Context: an optimization exercise on an open-source flow, tuned for small area. The choices shown serve that exercise and are no tape-out recipe.
At most, simulation tests tie the RTL to the original design; equivalence was not proved.
No activity file was given, so power comes from the tool's default toggle rates.

==> inputs of run G <==
Design logicGateNet, start of the top module:
module logicGateNet(
    input clk,
    input rst,
    input rx,
    output tx
);
clock: 20.0 ns
lec_check: 0
cap_margin: 20
core_margin: 2
core_utilization: 40
gpl_timing_driven: 0
slew_margin: 20
standard.sh (not shown) runs the stock make flow with config.mk's settings and CLKGATE_MAP_FILE= SYNTH_SCRIPT=/design/flow/synth_recipe.tcl, a recipe that flattens the netlist after the stock synthesis.
==> flow/flow/run.sh <==
#!/bin/bash
# Layout flow: the standard synthesis, then the combinational logic is
# re-mapped for area with ABC (flip-flops untouched; three seeds of ABC's
# deepsyn, the smallest result is kept), then the standard layout with a
# smaller clock tree (no dummy loads, clkbuf_8 only).
set -euo pipefail
W=$(pwd)
R=$W/orfs/results/$FLOW_PLATFORM/logicGateNet/base
LIB=$FLOW_HOME/platforms/$FLOW_PLATFORM/lib/sky130_fd_sc_hd__tt_025C_1v80.lib

bash standard.sh synth > $W/log_1_standard_synth.log 2>&1

# re-map combinational logic of the standard netlist
cp $R/1_2_yosys.v $W/std_1_2_yosys.v
DU=$(sed -n '/DONT_USE_CELLS/,/^$/p' $FLOW_HOME/platforms/$FLOW_PLATFORM/config.mk \
     | grep -o 'sky130_fd_sc_hd__[a-z0-9_]*' | sed 's/^/-dont_use /' | tr '\n' ' ')
for k in 0 1 2; do
  sed -e "s#@SEED@#$k#" $W/flow/area.abc > $W/area_$k.abc
  sed -e "s#@LIB@#$LIB#g" -e "s#@DU@#$DU#g" -e "s#@IN@#$W/std_1_2_yosys.v#g" \
      -e "s#@OUT@#$W/remap_$k.v#g" -e "s#@ABC@#$W/area_$k.abc#g" \
      -e "s#@STAT@#$W/remap_stat_$k.txt#g" -e "s#@TOP@#$FLOW_TOP#g" $W/flow/remap.ys > $W/remap_$k.ys
  yosys -l $W/log_2_remap_$k.log $W/remap_$k.ys > /dev/null 2>&1 &
done
wait
best=""; barea=""
for k in 0 1 2; do
  a=$(grep "Chip area for module" $W/remap_stat_$k.txt | awk '{print $NF}')
  if [[ -z "$best" ]] || awk "BEGIN{exit !($a < $barea)}"; then best=$k; barea=$a; fi
done
echo "remap: seed $best, area $barea" > $W/remap_choice.txt
cp $W/remap_$best.v $R/1_2_yosys.v
rm -f $R/1_synth.odb $R/1_synth.sdc

export CTS_ARGS="-sink_clustering_enable -repair_clock_nets -dont_use_dummy_load -buf_list sky130_fd_sc_hd__clkbuf_8 -root_buf sky130_fd_sc_hd__clkbuf_8"
bash standard.sh > $W/log_3_standard_layout.log 2>&1
==> flow/flow/area.abc <==
strash
&get -n
&deepsyn -T 240 -S @SEED@
&put
dch -f
amap
topo
==> flow/flow/remap.ys <==
read_liberty -ignore_miss_func @LIB@
blackbox sky130_fd_sc_hd__*df* sky130_fd_sc_hd__*dl* sky130_fd_sc_hd__conb_1
read_verilog @IN@
hierarchy -top @TOP@
tee -o @STAT@.in stat -liberty @LIB@
flatten
opt_clean -purge
abc -script @ABC@ -liberty @LIB@ @DU@
opt_clean -purge
hilomap -singleton -hicell sky130_fd_sc_hd__conb_1 HI -locell sky130_fd_sc_hd__conb_1 LO
insbuf -buf sky130_fd_sc_hd__buf_4 A X
splitnets
opt_clean -purge
hierarchy -top @TOP@
tee -o @STAT@ stat -liberty @LIB@
write_verilog -noattr -nohex -nodec @OUT@
==> run X (differences from run G) <==
--- a/flow/design.v
+++ b/flow/design.v
@@ -974,11 +974,12 @@
     input rx,
     output tx
 );
     localparam NR = 2, RL = 73;
     reg [NR*RL-1:0] ring;
-    reg [6:0] ph;        
+    localparam [6:0] PH_FIRST = 7'd1, PH_LAST = 7'd109;
+    reg [6:0] ph;
     reg [2:0] E;         
     reg [8:0] n;         
     reg [7:0] s;         
     reg [1:0] st;        
     reg txm;             
@@ -994,50 +995,57 @@
     wire l0_adv, l0_v;
     lgn_l0 l0 (.m(n), .x(rx), .o(rout[s[0]]), .adv(l0_adv), .v(l0_v));
     wire [199:0] l3;
     lgn_net nw (.q(ring), .l3(l3));
     wire [5:0] tq = {n[6:4], n[2:0]};
-    wire [3:0] cc;       
+    wire [3:0] cc;
     wire [2:0] pp;
+    wire vv;
     assign cc[0] = (tq == 6'd0) | (tq == 6'd1) | (tq == 6'd2) | (tq == 6'd8) | (tq == 6'd14) | (tq == 6'd15) | (tq == 6'd20) | (tq == 6'd21) | (tq == 6'd22) | (tq == 6'd23) | (tq == 6'd26) | (tq == 6'd27) | (tq == 6'd28) | (tq == 6'd29) | (tq == 6'd30) | (tq == 6'd32) | (tq == 6'd33) | (tq == 6'd34) | (tq == 6'd35) | (tq == 6'd36) | (tq == 6'd40) | (tq == 6'd41) | (tq == 6'd42) | (tq == 6'd54) | (tq == 6'd55);
-    assign cc[1] = (tq == 6'd8) | (tq == 6'd9) | (tq == 6'd10) | (tq == 6'd11) | (tq == 6'd12) | (tq == 6'd13) | (tq == 6'd20) | (tq == 6'd21) | (tq == 6'd22) | (tq == 6'd23) | (tq == 6'd24) | (tq == 6'd25) | (tq == 6'd32) | (tq == 6'd33) | (tq == 6'd34) | (tq == 6'd35) | (tq == 6'd36) | (tq == 6'd37) | (tq == 6'd38) | (tq == 6'd39) | (tq == 6'd48) | (tq == 6'd49) | (tq == 6'd50) | (tq == 6'd51) | (tq == 6'd52) | (tq == 6'd53);
+    assign cc[1] = (tq == 6'd8) | (tq == 6'd9) | (tq == 6'd10) | (tq == 6'd11) | (tq == 6'd12) | (tq == 6'd13) | (tq == 6'd20) | (tq == 6'd21) | (tq == 6'd22) | (tq == 6'd23) | (tq == 6'd24) | (tq == 6'd25) | (tq == 6'd32) | (tq == 6'd33) | (tq == 6'd34) | (tq == 6'd35) | (tq == 6'd36) | (tq == 6'd37) | (tq == 6'd38) | (tq == 6'd39);
     assign cc[2] = (tq == 6'd16) | (tq == 6'd17) | (tq == 6'd18) | (tq == 6'd19) | (tq == 6'd24) | (tq == 6'd25) | (tq == 6'd26) | (tq == 6'd27) | (tq == 6'd28) | (tq == 6'd29) | (tq == 6'd30) | (tq == 6'd31) | (tq == 6'd32) | (tq == 6'd33) | (tq == 6'd34) | (tq == 6'd35) | (tq == 6'd36) | (tq == 6'd37) | (tq == 6'd38) | (tq == 6'd39);
-    assign cc[3] = (tq == 6'd40) | (tq == 6'd41) | (tq == 6'd42) | (tq == 6'd43) | (tq == 6'd44) | (tq == 6'd45) | (tq == 6'd46) | (tq == 6'd47) | (tq == 6'd48) | (tq == 6'd49) | (tq == 6'd50) | (tq == 6'd51) | (tq == 6'd52) | (tq == 6'd53) | (tq == 6'd54) | (tq == 6'd55);
+    assign cc[3] = (tq == 6'd40) | (tq == 6'd41) | (tq == 6'd42) | (tq == 6'd43) | (tq == 6'd44) | (tq == 6'd45) | (tq == 6'd46) | (tq == 6'd47) | (tq == 6'd54) | (tq == 6'd55);
     assign pp[0] = (tq == 6'd1) | (tq == 6'd4) | (tq == 6'd6) | (tq == 6'd10) | (tq == 6'd12) | (tq == 6'd15) | (tq == 6'd16) | (tq == 6'd18) | (tq == 6'd21) | (tq == 6'd23) | (tq == 6'd24) | (tq == 6'd27) | (tq == 6'd29) | (tq == 6'd33) | (tq == 6'd35) | (tq == 6'd38) | (tq == 6'd41) | (tq == 6'd44) | (tq == 6'd46) | (tq == 6'd55);
     assign pp[1] = (tq == 6'd0) | (tq == 6'd1) | (tq == 6'd5) | (tq == 6'd6) | (tq == 6'd11) | (tq == 6'd12) | (tq == 6'd17) | (tq == 6'd18) | (tq == 6'd22) | (tq == 6'd23) | (tq == 6'd24) | (tq == 6'd28) | (tq == 6'd29) | (tq == 6'd34) | (tq == 6'd35) | (tq == 6'd39) | (tq == 6'd40) | (tq == 6'd41) | (tq == 6'd45) | (tq == 6'd46);
     assign pp[2] = (tq == 6'd2) | (tq == 6'd7) | (tq == 6'd8) | (tq == 6'd13) | (tq == 6'd19) | (tq == 6'd25) | (tq == 6'd30) | (tq == 6'd36) | (tq == 6'd42) | (tq == 6'd47);
-    wire [319:0] l3p = {120'd0, l3};
-    wire [19:0] cls = l3p[20*cc +: 20];
+    assign vv = ~((tq[5:3] == 3'd6) & (tq[2:0] < 3'd6));   
+    wire [19:0] cls = l3[20*cc +: 20];
     wire [3:0] smp = cls[4*E +: 4];
-    wire ev = (ph == 7'd0);
-    wire [8:0] n_inc = ((txm && n[3:0] == 4'd9) ? {n[8:4], 4'hf} : n) + 9'd1;
+    wire ev = (ph == PH_LAST);
     wire bnd = ev && (E == 3'd5);
     wire win = st[1] && !txm && (E == 3'd0);    
     wire ins = win && (ph == s[7:1]);
     integer r;
     always @(posedge clk) begin
         for (r = 0; r < NR; r = r + 1)
             ring[r*RL +: RL] <= {ring[r*RL +: RL-1],
                 (ins && s[0] == r) ? l0_v : ring[r*RL + RL-1]};
     end
     always @(posedge clk) begin
-        ph <= (ph == 7'd0) ? RL-1 : ph - 7'd1;
+        ph <= ev ? PH_FIRST : {ph[5:0], ph[6] ^ ph[5]};
         if (ev) E <= (E == 3'd5) ? 3'd0 : E + 3'd1;
-        if (ins && l0_adv) s <= s + 8'd1;
-        if (win && ev) n <= n_inc;
+        if (ins && l0_adv) begin
+            s[0] <= ~s[0];
+            if (s[0]) s[7:1] <= {s[1] ^ s[7], s[7:2]};    
+        end
+        if (win && ev) n <= n + 9'd1;
         if (txm) begin
             if (bnd) begin
                 s <= 8'd0;
-                n <= n_inc;
                 if (n[3:0] == 4'd9) begin
+                    n[3:0] <= 4'd0;
+                    n[6:4] <= n[6:4] + 3'd1;
                     if (n[6:4] == 3'd6) begin
                         txm <= 1'b0;
                         n <= 9'd0;
+                        s <= {PH_LAST, 1'b0};
                     end else
                         txq <= 1'b0;
-                end else
-                    txq <= (n[3:0] == 4'd8) | cnt[pp];
+                end else begin
+                    n[3:0] <= n[3:0] + 4'd1;
+                    txq <= (n[3:0] == 4'd8) | (vv & cnt[pp]);
+                end
             end else if (ev) begin
                 s[4:0] <= cnt + {4'd0, smp[0]} + {4'd0, smp[1]} + {4'd0, smp[2]} + {4'd0, smp[3]};
             end
         end else begin
             case (st)
@@ -1060,13 +1068,13 @@
                     end
                 end
             endcase
         end
         if (rst) begin
-            ph <= 7'd0;
+            ph <= PH_LAST;
             n <= 9'd0;
-            s <= 8'd0;
+            s <= {PH_LAST, 1'b0};
             st <= S_IDLE;
             txm <= 1'b0;
             txq <= 1'b1;
         end
     end
==> flow/flow/run.sh (replaced) <==
#!/bin/bash
# Layout flow: the standard synthesis, then the combinational logic is
# re-mapped for area with ABC (flip-flops untouched), then the standard
# layout with a smaller clock tree (no dummy loads, fewer leaf buffers).
set -euo pipefail
W=$(pwd)
R=$W/orfs/results/$FLOW_PLATFORM/logicGateNet/base
LIB=$FLOW_HOME/platforms/$FLOW_PLATFORM/lib/sky130_fd_sc_hd__tt_025C_1v80.lib

bash standard.sh synth > $W/log_1_standard_synth.log 2>&1

# re-map combinational logic of the standard netlist
cp $R/1_2_yosys.v $W/std_1_2_yosys.v
DU=$(sed -n '/DONT_USE_CELLS/,/^$/p' $FLOW_HOME/platforms/$FLOW_PLATFORM/config.mk \
     | grep -o 'sky130_fd_sc_hd__[a-z0-9_]*' | sed 's/^/-dont_use /' | tr '\n' ' ')
sed -e "s#@LIB@#$LIB#g" -e "s#@DU@#$DU#g" -e "s#@IN@#$W/std_1_2_yosys.v#g" \
    -e "s#@OUT@#$W/remap_1_2_yosys.v#g" -e "s#@ABC@#$W/flow/area.abc#g" \
    -e "s#@TOP@#$FLOW_TOP#g" $W/flow/remap.ys > $W/remap.ys
yosys -l $W/log_2_remap.log $W/remap.ys > /dev/null 2>&1
cp $W/remap_1_2_yosys.v $R/1_2_yosys.v
rm -f $R/1_synth.odb $R/1_synth.sdc

export CTS_ARGS="-sink_clustering_enable -repair_clock_nets -dont_use_dummy_load -sink_clustering_size 40 -sink_clustering_max_diameter 80 -buf_list sky130_fd_sc_hd__clkbuf_8 -root_buf sky130_fd_sc_hd__clkbuf_8"
bash standard.sh > $W/log_3_standard_layout.log 2>&1
==> flow/flow/area.abc (replaced) <==
strash
&get -n
&deepsyn -T 120
&put
dch -f
amap
topo
==> flow/flow/remap.ys (replaced) <==
read_liberty -ignore_miss_func @LIB@
blackbox sky130_fd_sc_hd__*df* sky130_fd_sc_hd__*dl* sky130_fd_sc_hd__conb_1
read_verilog @IN@
hierarchy -top @TOP@
tee -o remap_stat_in.txt stat -liberty @LIB@
flatten
opt_clean -purge
abc -script @ABC@ -liberty @LIB@ @DU@
opt_clean -purge
hilomap -singleton -hicell sky130_fd_sc_hd__conb_1 HI -locell sky130_fd_sc_hd__conb_1 LO
insbuf -buf sky130_fd_sc_hd__buf_4 A X
splitnets
opt_clean -purge
hierarchy -top @TOP@
tee -o remap_stat_out.txt stat -liberty @LIB@
write_verilog -noattr -nohex -nodec @OUT@
--- a/flow/config.mk
+++ b/flow/config.mk
@@ -6,7 +6,6 @@
 export NUM_CORES = 4
 export LEC_CHECK = 0
 export CAP_MARGIN = 20
 export CORE_MARGIN = 2
 export CORE_UTILIZATION = 40
-export GPL_TIMING_DRIVEN = 0
 export SLEW_MARGIN = 20
==> run M (differences from run G) <==
--- a/flow/design.v
+++ b/flow/design.v
@@ -994,24 +994,24 @@
     wire l0_adv, l0_v;
     lgn_l0 l0 (.m(n), .x(rx), .o(rout[s[0]]), .adv(l0_adv), .v(l0_v));
     wire [199:0] l3;
     lgn_net nw (.q(ring), .l3(l3));
     wire [5:0] tq = {n[6:4], n[2:0]};
-    wire [3:0] cc;       
+    wire [3:0] cc;
     wire [2:0] pp;
+    wire vv;
     assign cc[0] = (tq == 6'd0) | (tq == 6'd1) | (tq == 6'd2) | (tq == 6'd8) | (tq == 6'd14) | (tq == 6'd15) | (tq == 6'd20) | (tq == 6'd21) | (tq == 6'd22) | (tq == 6'd23) | (tq == 6'd26) | (tq == 6'd27) | (tq == 6'd28) | (tq == 6'd29) | (tq == 6'd30) | (tq == 6'd32) | (tq == 6'd33) | (tq == 6'd34) | (tq == 6'd35) | (tq == 6'd36) | (tq == 6'd40) | (tq == 6'd41) | (tq == 6'd42) | (tq == 6'd54) | (tq == 6'd55);
-    assign cc[1] = (tq == 6'd8) | (tq == 6'd9) | (tq == 6'd10) | (tq == 6'd11) | (tq == 6'd12) | (tq == 6'd13) | (tq == 6'd20) | (tq == 6'd21) | (tq == 6'd22) | (tq == 6'd23) | (tq == 6'd24) | (tq == 6'd25) | (tq == 6'd32) | (tq == 6'd33) | (tq == 6'd34) | (tq == 6'd35) | (tq == 6'd36) | (tq == 6'd37) | (tq == 6'd38) | (tq == 6'd39) | (tq == 6'd48) | (tq == 6'd49) | (tq == 6'd50) | (tq == 6'd51) | (tq == 6'd52) | (tq == 6'd53);
+    assign cc[1] = (tq == 6'd8) | (tq == 6'd9) | (tq == 6'd10) | (tq == 6'd11) | (tq == 6'd12) | (tq == 6'd13) | (tq == 6'd20) | (tq == 6'd21) | (tq == 6'd22) | (tq == 6'd23) | (tq == 6'd24) | (tq == 6'd25) | (tq == 6'd32) | (tq == 6'd33) | (tq == 6'd34) | (tq == 6'd35) | (tq == 6'd36) | (tq == 6'd37) | (tq == 6'd38) | (tq == 6'd39);
     assign cc[2] = (tq == 6'd16) | (tq == 6'd17) | (tq == 6'd18) | (tq == 6'd19) | (tq == 6'd24) | (tq == 6'd25) | (tq == 6'd26) | (tq == 6'd27) | (tq == 6'd28) | (tq == 6'd29) | (tq == 6'd30) | (tq == 6'd31) | (tq == 6'd32) | (tq == 6'd33) | (tq == 6'd34) | (tq == 6'd35) | (tq == 6'd36) | (tq == 6'd37) | (tq == 6'd38) | (tq == 6'd39);
-    assign cc[3] = (tq == 6'd40) | (tq == 6'd41) | (tq == 6'd42) | (tq == 6'd43) | (tq == 6'd44) | (tq == 6'd45) | (tq == 6'd46) | (tq == 6'd47) | (tq == 6'd48) | (tq == 6'd49) | (tq == 6'd50) | (tq == 6'd51) | (tq == 6'd52) | (tq == 6'd53) | (tq == 6'd54) | (tq == 6'd55);
+    assign cc[3] = (tq == 6'd40) | (tq == 6'd41) | (tq == 6'd42) | (tq == 6'd43) | (tq == 6'd44) | (tq == 6'd45) | (tq == 6'd46) | (tq == 6'd47) | (tq == 6'd54) | (tq == 6'd55);
     assign pp[0] = (tq == 6'd1) | (tq == 6'd4) | (tq == 6'd6) | (tq == 6'd10) | (tq == 6'd12) | (tq == 6'd15) | (tq == 6'd16) | (tq == 6'd18) | (tq == 6'd21) | (tq == 6'd23) | (tq == 6'd24) | (tq == 6'd27) | (tq == 6'd29) | (tq == 6'd33) | (tq == 6'd35) | (tq == 6'd38) | (tq == 6'd41) | (tq == 6'd44) | (tq == 6'd46) | (tq == 6'd55);
     assign pp[1] = (tq == 6'd0) | (tq == 6'd1) | (tq == 6'd5) | (tq == 6'd6) | (tq == 6'd11) | (tq == 6'd12) | (tq == 6'd17) | (tq == 6'd18) | (tq == 6'd22) | (tq == 6'd23) | (tq == 6'd24) | (tq == 6'd28) | (tq == 6'd29) | (tq == 6'd34) | (tq == 6'd35) | (tq == 6'd39) | (tq == 6'd40) | (tq == 6'd41) | (tq == 6'd45) | (tq == 6'd46);
     assign pp[2] = (tq == 6'd2) | (tq == 6'd7) | (tq == 6'd8) | (tq == 6'd13) | (tq == 6'd19) | (tq == 6'd25) | (tq == 6'd30) | (tq == 6'd36) | (tq == 6'd42) | (tq == 6'd47);
-    wire [319:0] l3p = {120'd0, l3};
-    wire [19:0] cls = l3p[20*cc +: 20];
+    assign vv = ~((tq[5:3] == 3'd6) & (tq[2:0] < 3'd6));   
+    wire [19:0] cls = l3[20*cc +: 20];
     wire [3:0] smp = cls[4*E +: 4];
     wire ev = (ph == 7'd0);
-    wire [8:0] n_inc = ((txm && n[3:0] == 4'd9) ? {n[8:4], 4'hf} : n) + 9'd1;
     wire bnd = ev && (E == 3'd5);
     wire win = st[1] && !txm && (E == 3'd0);    
     wire ins = win && (ph == s[7:1]);
     integer r;
     always @(posedge clk) begin
@@ -1021,23 +1021,26 @@
     end
     always @(posedge clk) begin
         ph <= (ph == 7'd0) ? RL-1 : ph - 7'd1;
         if (ev) E <= (E == 3'd5) ? 3'd0 : E + 3'd1;
         if (ins && l0_adv) s <= s + 8'd1;
-        if (win && ev) n <= n_inc;
+        if (win && ev) n <= n + 9'd1;
         if (txm) begin
             if (bnd) begin
                 s <= 8'd0;
-                n <= n_inc;
                 if (n[3:0] == 4'd9) begin
+                    n[3:0] <= 4'd0;
+                    n[6:4] <= n[6:4] + 3'd1;
                     if (n[6:4] == 3'd6) begin
                         txm <= 1'b0;
                         n <= 9'd0;
                     end else
                         txq <= 1'b0;
-                end else
-                    txq <= (n[3:0] == 4'd8) | cnt[pp];
+                end else begin
+                    n[3:0] <= n[3:0] + 4'd1;
+                    txq <= (n[3:0] == 4'd8) | (vv & cnt[pp]);
+                end
             end else if (ev) begin
                 s[4:0] <= cnt + {4'd0, smp[0]} + {4'd0, smp[1]} + {4'd0, smp[2]} + {4'd0, smp[3]};
             end
         end else begin
             case (st)
==> flow/flow/run.sh (replaced) <==
#!/bin/bash
# Layout flow: the standard synthesis, then the combinational logic is
# re-mapped for area with ABC (flip-flops untouched), then the standard
# layout with a smaller clock tree (no dummy loads, fewer leaf buffers).
set -euo pipefail
W=$(pwd)
R=$W/orfs/results/$FLOW_PLATFORM/logicGateNet/base
LIB=$FLOW_HOME/platforms/$FLOW_PLATFORM/lib/sky130_fd_sc_hd__tt_025C_1v80.lib

bash standard.sh synth > $W/log_1_standard_synth.log 2>&1

# re-map combinational logic of the standard netlist
cp $R/1_2_yosys.v $W/std_1_2_yosys.v
DU=$(sed -n '/DONT_USE_CELLS/,/^$/p' $FLOW_HOME/platforms/$FLOW_PLATFORM/config.mk \
     | grep -o 'sky130_fd_sc_hd__[a-z0-9_]*' | sed 's/^/-dont_use /' | tr '\n' ' ')
sed -e "s#@LIB@#$LIB#g" -e "s#@DU@#$DU#g" -e "s#@IN@#$W/std_1_2_yosys.v#g" \
    -e "s#@OUT@#$W/remap_1_2_yosys.v#g" -e "s#@ABC@#$W/flow/area.abc#g" \
    -e "s#@TOP@#$FLOW_TOP#g" $W/flow/remap.ys > $W/remap.ys
yosys -l $W/log_2_remap.log $W/remap.ys > /dev/null 2>&1
cp $W/remap_1_2_yosys.v $R/1_2_yosys.v
rm -f $R/1_synth.odb $R/1_synth.sdc

export CTS_ARGS="-sink_clustering_enable -repair_clock_nets -dont_use_dummy_load -sink_clustering_size 40 -sink_clustering_max_diameter 80 -buf_list sky130_fd_sc_hd__clkbuf_8 -root_buf sky130_fd_sc_hd__clkbuf_8"
bash standard.sh > $W/log_3_standard_layout.log 2>&1
==> flow/flow/area.abc (replaced) <==
strash
&get -n
&deepsyn -T 120
&put
dch -f
amap
topo
==> flow/flow/remap.ys (replaced) <==
read_liberty -ignore_miss_func @LIB@
blackbox sky130_fd_sc_hd__*df* sky130_fd_sc_hd__*dl* sky130_fd_sc_hd__conb_1
read_verilog @IN@
hierarchy -top @TOP@
tee -o remap_stat_in.txt stat -liberty @LIB@
flatten
opt_clean -purge
abc -script @ABC@ -liberty @LIB@ @DU@
opt_clean -purge
hilomap -singleton -hicell sky130_fd_sc_hd__conb_1 HI -locell sky130_fd_sc_hd__conb_1 LO
insbuf -buf sky130_fd_sc_hd__buf_4 A X
splitnets
opt_clean -purge
hierarchy -top @TOP@
tee -o remap_stat_out.txt stat -liberty @LIB@
write_verilog -noattr -nohex -nodec @OUT@
--- a/flow/config.mk
+++ b/flow/config.mk
@@ -6,7 +6,6 @@
 export NUM_CORES = 4
 export LEC_CHECK = 0
 export CAP_MARGIN = 20
 export CORE_MARGIN = 2
 export CORE_UTILIZATION = 40
-export GPL_TIMING_DRIVEN = 0
 export SLEW_MARGIN = 20
==> notes <==
- The lowest die area belongs to run M, the highest to run X.
- Global-route usage: run G is lower than run M (2.5 points).
- Routed wire length: run M > run X > run G.
- Count of clock-buffer cells in the layout is the same in run X and run M.
- Hold slack: run X < run M < run G.
- Between run M and run X, the lower sequential share of layout area is in run X (gap 0.81 points).
- Non-clock buffer count: run X > run M > run G.
- The highest synthesized cell count belongs to run X, the lowest to run G.
==> figures <==
| metric | run G | run X | run M |
|---|---|---|---|
| Power in the clock group | 189 uW | 183 uW | 188 uW |
| Share of the core filled with cells | 0.4437 | 0.4401 | 0.4438 |
| Status | no timing/DRC/antenna violations | no timing/DRC/antenna violations | no timing/DRC/antenna violations |
| Largest clock skew in the final design | 0.03365 ns | 0.04415 ns | 0.03979 ns |
| Internal power contribution | 482.7 uW | 444.2 uW | 499.0 uW |
| Max frequency | 0.1078 GHz | 0.1415 GHz | 0.1203 GHz |
| Non-clock buffer total of the final layout | 5 | 13 | 11 |
| Total number of vias | 7758 | 8054 | 7927 |
| Synth Area per Inst | 8.076 um2 | 7.792 um2 | 7.898 um2 |
| Cell with the largest stage delay on the worst path | sky130_fd_sc_hd__clkinv_1 | sky130_fd_sc_hd__dfxtp_1 | sky130_fd_sc_hd__o2111ai_1 |
| Final-layout fill cell count | 1833 | 1907 | 1853 |
| Finished Cell Area | 8024 um2 | 8177 um2 | 8026 um2 |
| Reg-to-reg setup timing slack | 10.73 ns | 12.94 ns | 11.69 ns |
| Metal-1 WL | 14.45 mm | 14.23 mm | 15.39 mm |
| R2R Path Start | n[6]$_SDFF_PP0_ | n[5]$_SDFF_PP0_ | n[2]$_SDFF_PP0_ |
| Worst hold slack | 0.3413 ns | 0.3295 ns | 0.3320 ns |
| Met3 WL | 3.904 mm | 4.302 mm | 4.286 mm |
| Largest stage delay, worst path | 1.06 ns | 0.58 ns | 0.86 ns |
Only the layout flow was run in run X; the RTL was not checked for function there.

-- static timing again, ports no longer ideal --
No port has a modelled driver above. Below, the same layouts with a new extraction and two added sets of constraints.
Step 1 (the two cells are an assumption about what drives the block):
set clk [get_ports {clk}]
set_driving_cell -lib_cell sky130_fd_sc_hd__clkbuf_16 $clk
set_driving_cell -lib_cell sky130_fd_sc_hd__buf_2 [delete_from_list [all_inputs] $clk]
Step 2 moves the port delays by t, midway between the first and last clock arrival at a register: inputs arrive t later, outputs are due t later. That takes back most of the time a late clock gives input paths.
a / b / c = no drivers / after step 1 / after step 2; a / b = the first two.
| run | t, ns | setup slack, ns | hold WS [ns] |
|---|---|---|---|
| run G | 0.506 | 10.725 / 10.725 / 10.725 | 0.341 / 0.341 / 0.341 |
| run X | 0.500 | 12.935 / 12.935 / 12.935 | 0.330 / 0.330 / 0.330 |
| run M | 0.510 | 11.690 / 11.690 / 11.690 | 0.332 / 0.332 / 0.332 |
After both steps every run listed still meets setup and hold.
